What follows belongs to an exercise in optimizing a design on an open flow for small area; a production flow would make more cautious choices.
RTL that was checked went through simulation tests only; none was proved equivalent to the original.
Power and IR drop assume default switching activity.

==> trial 11 <==
==> flow/design.v <==
module ex4_t(
input clk,
input rst,
input temp_a,
input temp_b,
input temp_c,
input temp_d,
input switch1,
input switch2,
input switch5,
input switch6,
input switch7,
input switch8,
output [3:0] ans,
output [6:0] a_to_g,
output [7:0] light
);
reg [7:0] cnt;
wire tick = (cnt == 8'h7f);
wire blink = cnt[7];
wire [1:0] sel = cnt[3:2];
always @(posedge clk)
  if (rst) cnt <= 8'd0;
  else cnt <= cnt + 8'd1;
reg [3:0] d1, d2, d3, d4;
function [3:0] inc10(input [3:0] x);
  inc10 = {(x[0] & x[1] & x[2]) | (~x[0] & x[3]), (~x[0] & x[2]) | (~x[1] & x[2]) | (x[0] & x[1] & ~x[2]), (~x[0] & x[1]) | (x[0] & ~x[1] & ~x[3]), (~x[0])};
endfunction
wire tclr = rst | (tick & ~switch1);
wire tinc = tick & switch1 & ~switch2;
always @(posedge clk) begin
  if (tclr) begin d1 <= 0; d2 <= 0; d3 <= 0; d4 <= 0; end
  else if (tinc) begin
    if (temp_a) d1 <= inc10(d1);
    if (temp_b) d2 <= inc10(d2);
    if (temp_c) d3 <= inc10(d3);
    if (temp_d) d4 <= inc10(d4);
  end
end
reg [15:0] r;
always @(posedge clk)
  if (rst) r <= 16'd0;
  else if (~switch1) r <= r + 16'd1;
reg [3:0] a1, a2, a3, a4;
reg [9:0] z;
wire life_nz = ~|z[9:3];
function [3:0] inc9(input [3:0] x);
  inc9 = {(x[0] & x[1] & x[2]) | (~x[0] & x[3]), (~x[0] & x[2]) | (~x[1] & x[2]) | (x[0] & x[1] & ~x[2]), (~x[0] & x[1]) | (x[0] & ~x[1] & ~x[3]), (~x[0]) | (x[3])};
endfunction
function [3:0] g0(input [3:0] x);
  g0 = {(~x[1] & ~x[2] & x[3]), (x[2]), (x[1]), (x[0])};
endfunction
function [3:0] g1(input [3:0] x);
  g1 = {(~x[1] & ~x[2] & x[3]), (x[0] & x[2]) | (x[1] & x[2]) | (x[2] & ~x[3]), (x[0] & x[1]) | (x[1] & ~x[3]) | (~x[0] & ~x[1] & x[2] & x[3]), (x[0] & ~x[3]) | (~x[0] & x[1] & x[3]) | (~x[0] & x[2] & x[3])};
endfunction
function [3:0] g2(input [3:0] x);
  g2 = {(~x[1] & ~x[2] & x[3]) | (x[1] & x[2] & x[3]), (~x[1] & x[2]) | (x[2] & ~x[3]) | (x[1] & ~x[2] & x[3]), (x[1] & ~x[3]) | (~x[1] & x[2] & x[3]), (x[0])};
endfunction
function [3:0] g3(input [3:0] x);
  g3 = {(~x[1] & ~x[2] & x[3]) | (x[0] & x[1] & x[2] & x[3]), (~x[0] & x[2]) | (~x[1] & x[2]) | (x[2] & ~x[3]) | (x[0] & ~x[2] & x[3]), (~x[0] & x[1]) | (x[1] & ~x[3]) | (x[0] & ~x[1] & x[3]), (x[0] & ~x[3]) | (~x[0] & x[1] & x[3]) | (~x[0] & x[2] & x[3])};
endfunction
wire [3:0] m1 = (r[3:0]   == 4'd9) ? a1 : g0(r[3:0]);
wire [3:0] m2 = (r[7:4]   == 4'd9) ? a2 : g1(r[7:4]);
wire [3:0] m3 = (r[11:8]  == 4'd9) ? a3 : g2(r[11:8]);
wire [3:0] m4 = (r[15:12] == 4'd9) ? a4 : g3(r[15:12]);
wire [3:0] n3  = (m3 == m4) ? inc9(m3) : m3;
wire [3:0] n2a = ((m2 == m4) | (m2 == n3)) ? inc9(m2) : m2;
wire [3:0] n2  = ((n2a == m4) | (n2a == n3)) ? inc9(n2a) : n2a;
wire [3:0] n1a = ((m1 == m4) | (m1 == n3) | (m1 == n2)) ? inc9(m1) : m1;
wire [3:0] n1b = ((n1a == m4) | (n1a == n3) | (n1a == n2)) ? inc9(n1a) : n1a;
wire [3:0] n1  = ((n1b == m4) | (n1b == n3) | (n1b == n2)) ? inc9(n1b) : n1b;
always @(posedge clk)
  if (rst) begin a1 <= 0; a2 <= 0; a3 <= 0; a4 <= 0; end
  else if (tick & switch1 & life_nz) begin a1 <= n1; a2 <= n2; a3 <= n3; a4 <= m4; end
wire e12 = d1 == d2, e13 = d1 == d3, e14 = d1 == d4;
wire e23 = d2 == d3, e24 = d2 == d4, e34 = d3 == d4;
reg [3:0] equal;
wire [3:0] eqn = equal | {e14 | e24 | e34, e13 | e23 | e34, e12 | e23 | e24, e12 | e13 | e14};
wire eqz = ~|eqn;
wire [3:0] p = {d4 == a4, d3 == a3, d2 == a2, d1 == a1};
reg [2:0] acc;
wire [3:0] aj = cnt[1] ? (cnt[0] ? a4 : a3) : (cnt[0] ? a2 : a1);
wire [3:0] hit = {d4 == aj, d3 == aj, d2 == aj, d1 == aj};
wire [3:0] jmask = 4'b0001 << cnt[1:0];
wire bitj = cnt[3] ? |(hit & jmask) : |(hit & ~jmask);
always @(posedge clk)
  if (~cnt[2]) acc <= (cnt[1:0] == 2'd0 ? 3'd0 : acc) + {2'd0, bitj};
wire rp4 = &p;
reg flag, win;
reg [3:0] NUM;
reg dark;
reg [1:0] pos;
wire judge_ok = switch1 & switch2 & eqz;
wire lose1 = judge_ok & ~flag;
wire z_lt8 = ~|z[9:3];
wire life_n_z = ~z_lt8 | (lose1 & (z[2:0] == 3'd7));
wire done = z[9] & z[3];
wire dly_inc = judge_ok & ~rp4 & life_n_z & ~done;
wire [9:0] z_n = z + {8'd0, lose1 & dly_inc, lose1 ^ dly_inc};
wire lose_show = ~rp4 & life_n_z & (done | (z == 10'd519));
reg [3:0] dsel, asel, mab;
always @(*) begin
  case (sel)
    2'd0: begin dsel = d1; asel = a1; mab = 4'd11; end
    2'd1: begin dsel = d2; asel = a2; mab = {1'b0, acc}; end
    2'd2: begin dsel = d3; asel = a3; mab = 4'd10; end
    default: begin dsel = d4; asel = a4; mab = {1'b0, acc}; end
  endcase
end
wire [3:0] mab6 = {~sel[0], sel == 2'd3, ~sel[0], sel == 2'd0};
wire eqsel = eqn[sel];
always @(posedge clk) begin
  if (rst) begin
    dark <= 1; NUM <= 0; equal <= 0; z <= 0; win <= 0; flag <= 0;
  end else if (~switch1) begin
    dark <= 1; flag <= 0; z <= 0; win <= 0; equal <= 0;
  end else if (switch2) begin
    equal <= eqn;
    if (eqz) begin
      flag <= 1;
      z <= z_n;
      win <= rp4;
      NUM <= (lose_show & ~blink) ? asel : mab;
      dark <= (rp4 | lose_show) & blink;
    end else begin
      if (~blink) NUM <= dsel;
      dark <= blink | ~eqsel;
    end
  end else if (~switch5) begin
    if (~win & life_nz) begin
      equal <= 0; flag <= 0;
      NUM <= dsel; dark <= 0;
    end else begin
      if (~blink) NUM <= win ? mab6 : asel;
      dark <= blink;
    end
  end else if (switch6 & switch7 & switch8) begin
    NUM <= asel; dark <= 0;
  end
end
wire hold_an = switch1 & ~switch2 & switch5 & ~(switch6 & switch7 & switch8);
always @(posedge clk)
  if (~hold_an) pos <= sel;
assign ans = dark ? 4'b1111 : ~(4'b1000 >> pos);
assign light = {8{life_nz}} & {1'b1, z[2:0] <= 3'd6, z[2:0] <= 3'd5, z[2:0] <= 3'd4,
                               z[2:0] <= 3'd3, z[2:0] <= 3'd2, z[2:0] <= 3'd1, z[2:0] == 3'd0};
wire [6:0] seg = {(~NUM[0] & ~NUM[1] & NUM[2]) | (NUM[0] & NUM[1] & NUM[3]) | (NUM[0] & ~NUM[1] & ~NUM[2] & ~NUM[3]), (NUM[0] & ~NUM[1] & NUM[2]) | (~NUM[0] & NUM[1] & NUM[2]) | (NUM[0] & NUM[1] & NUM[3]), (~NUM[0] & NUM[1] & ~NUM[2] & ~NUM[3]), (~NUM[0] & ~NUM[1] & NUM[2]) | (NUM[0] & NUM[1] & NUM[2]) | (~NUM[0] & NUM[1] & NUM[3]) | (NUM[0] & ~NUM[1] & ~NUM[2] & ~NUM[3]), (NUM[0] & ~NUM[1]) | (~NUM[1] & NUM[2]) | (NUM[0] & ~NUM[3]), (NUM[0] & NUM[1] & NUM[2]) | (NUM[0] & ~NUM[2] & ~NUM[3]) | (NUM[1] & ~NUM[2] & ~NUM[3]), (NUM[0] & NUM[1] & NUM[2]) | (~NUM[1] & ~NUM[2] & ~NUM[3])};
assign a_to_g = seg;
endmodule
==> flow/flow/run.sh <==
#!/bin/bash
# Own flow: the standard synthesis, then its combinational logic mapped again for
# area (every register kept as the same cell under the same name), then the standard
# layout steps. Each tool writes its full output to a log_*.txt file here.
set -euo pipefail
W=$(pwd)
R=$W/orfs/results/$FLOW_PLATFORM/ex4_t/base
LIB=$FLOW_HOME/platforms/$FLOW_PLATFORM/lib/sky130_fd_sc_hd__tt_025C_1v80.lib
F=$W/flow
source $F/knobs.sh

bash standard.sh synth > $W/log_1_synth.txt 2>&1
cp $R/1_2_yosys.v $W/std_synth.v

# 1: the standard netlist's cells back to logic; registers stay cells
cat > $W/remap1.ys <<EOY
read_liberty -ignore_miss_func $LIB
blackbox sky130_fd_sc_hd__df* sky130_fd_sc_hd__edf* sky130_fd_sc_hd__sdf* sky130_fd_sc_hd__dl* sky130_fd_sc_hd__conb_1
read_verilog $W/std_synth.v
hierarchy -top $FLOW_TOP
flatten
rename -hide w:*.*
opt_clean -purge
select -module $FLOW_TOP
write_verilog -noattr -selected $W/generic.v
EOY
yosys -s $W/remap1.ys > $W/log_2_remap1.txt 2>&1

# 2: map that logic again, for area
cat > $W/remap2.ys <<EOY
read_liberty -lib $LIB
read_verilog $W/generic.v
hierarchy -top $FLOW_TOP
techmap
opt -fast -purge
abc -liberty $LIB -dont_use *lpflow* -dont_use *probe* -script $F/area.abc
setundef -zero
splitnets
opt_clean -purge
hilomap -singleton -hicell sky130_fd_sc_hd__conb_1 HI -locell sky130_fd_sc_hd__conb_1 LO
insbuf -buf sky130_fd_sc_hd__buf_1 A X
check -assert -mapped
stat -liberty $LIB
write_verilog -noattr -nohex -nodec $W/remapped.v
EOY
yosys -s $W/remap2.ys > $W/log_3_remap2.txt 2>&1

cp $W/remapped.v $R/1_2_yosys.v
rm -f $R/1_synth.odb $R/1_synth.sdc
export BUFFER_PORTS_ARGS="-buffer_cell sky130_fd_sc_hd__buf_1"
export CTS_ARGS="-sink_clustering_enable -repair_clock_nets $CTS_EXTRA"
bash standard.sh > $W/log_4_layout.txt 2>&1
==> flow/flow/area.abc <==
strash
&get -n
&deepsyn -T 10
&put
dc2
dch -f
amap
==> flow/flow/knobs.sh <==
CTS_EXTRA="-buf_list {sky130_fd_sc_hd__clkbuf_4 sky130_fd_sc_hd__clkbuf_8} -dont_use_dummy_load"
==> flow/standard.sh <==
#!/bin/bash
# synth_recipe.tcl (not shown) runs the flow's synth.tcl, then flattens the netlist and writes it again
# the make line also repeats each setting of config.mk as NAME=value (left out here)
make -C /OpenROAD-flow-scripts/flow DESIGN_CONFIG=/design/flow/config.mk WORK_HOME=/design/flow/orfs CLKGATE_MAP_FILE= SYNTH_SCRIPT=/design/flow/synth_recipe.tcl "${@:-finish}"
==> flow/config.mk <==
export PLATFORM = sky130hd
export DESIGN_NAME = ex4_t
export DESIGN_NICKNAME = ex4_t
export VERILOG_FILES = /design/flow/design.v
export SDC_FILE = /design/flow/constraint.sdc
export NUM_CORES = 4
export LEC_CHECK = 0
export ABC_AREA = 1
export CAP_MARGIN = 20
export CORE_MARGIN = 2
export CORE_UTILIZATION = 40
export GPL_TIMING_DRIVEN = 0
export PLACE_DENSITY = 0.6
export SLEW_MARGIN = 20
==> flow/constraint.sdc <==
create_clock -name core_clock -period 30.0 [get_ports {clk}]
set_input_delay 6.0000 -clock core_clock [delete_from_list [all_inputs] [get_ports {clk}]]
set_output_delay 6.0000 -clock core_clock [all_outputs]
set_load 0.01 [all_outputs]
==> build 93 (differences from trial 11) <==
--- a/flow/design.v
+++ b/flow/design.v
@@ -79,11 +79,12 @@
 wire eqz = ~|eqn;
 wire [3:0] p = {d4 == a4, d3 == a3, d2 == a2, d1 == a1};
-reg [2:0] acc;
+wire [2:0] rp = p[0] + p[1] + p[2] + p[3];
+reg [2:0] rnacc;
 wire [3:0] aj = cnt[1] ? (cnt[0] ? a4 : a3) : (cnt[0] ? a2 : a1);
 wire [3:0] hit = {d4 == aj, d3 == aj, d2 == aj, d1 == aj};
-wire [3:0] jmask = 4'b0001 << cnt[1:0];
-wire bitj = cnt[3] ? |(hit & jmask) : |(hit & ~jmask);
+wire qj = |(hit & ~(4'b0001 << cnt[1:0]));
 always @(posedge clk)
-  if (~cnt[2]) acc <= (cnt[1:0] == 2'd0 ? 3'd0 : acc) + {2'd0, bitj};
+  if (cnt[3:2] == 2'd0) rnacc <= (cnt[1:0] == 2'd0 ? 3'd0 : rnacc) + {2'd0, qj};
+wire [2:0] rn = rnacc;
 wire rp4 = &p;
 reg flag, win;
@@ -103,7 +104,7 @@
   case (sel)
     2'd0: begin dsel = d1; asel = a1; mab = 4'd11; end
-    2'd1: begin dsel = d2; asel = a2; mab = {1'b0, acc}; end
+    2'd1: begin dsel = d2; asel = a2; mab = {1'b0, rn}; end
     2'd2: begin dsel = d3; asel = a3; mab = 4'd10; end
-    default: begin dsel = d4; asel = a4; mab = {1'b0, acc}; end
+    default: begin dsel = d4; asel = a4; mab = {1'b0, rp}; end
   endcase
 end
==> flow/flow/knobs.sh (replaced) <==
CTS_EXTRA="-buf_list sky130_fd_sc_hd__clkbuf_8 -dont_use_dummy_load"
GPL_TIMING_DRIVEN = not set   (was 0)
==> notes <==
Against trial 11, the critical path depth of build 93 is higher by 7. Worst hold slack: trial 11 is lower than build 93 (6.3 ps). In build 93 the final cell count is larger than in trial 11, by about 3%. Between build 93 and trial 11, the lower first-iteration DRC count is in build 93 (gap 0.59%, measured against trial 11). Against trial 11, the power of build 93 is larger by about 1.8%. Against trial 11, the clock power of build 93 is larger by about 2%. Of trial 11 and build 93, build 93 has the higher global-route usage (gap 1.2 points).
Function not checked in build 93: the RTL went through the layout flow alone.

[what the ideal ports hide]
Ports are ideal in the flow. The routed layouts listed here were re-timed in OpenROAD. Step 1 assumes that a clkbuf_16 drives the clock port and a buf_2 every other input. Step 2 also shifts input and output timing later by t, the mid clock arrival at the registers, as if the neighbouring blocks saw the same clock. Slacks: ideal / step 1 / step 2; pairs: ideal / step 1.
run	t, ns	slack for setup (ns)	slew at the worst register clock pin (ns)	worst data-port slew with drivers (ns)
trial 11	0.399	17.316 / 17.316 / 17.316	0.08 / 0.08	0.04
build 93	0.396	18.168 / 18.168 / 18.168	0.09 / 0.09	0.03
After both steps setup and hold are still met in every run listed.
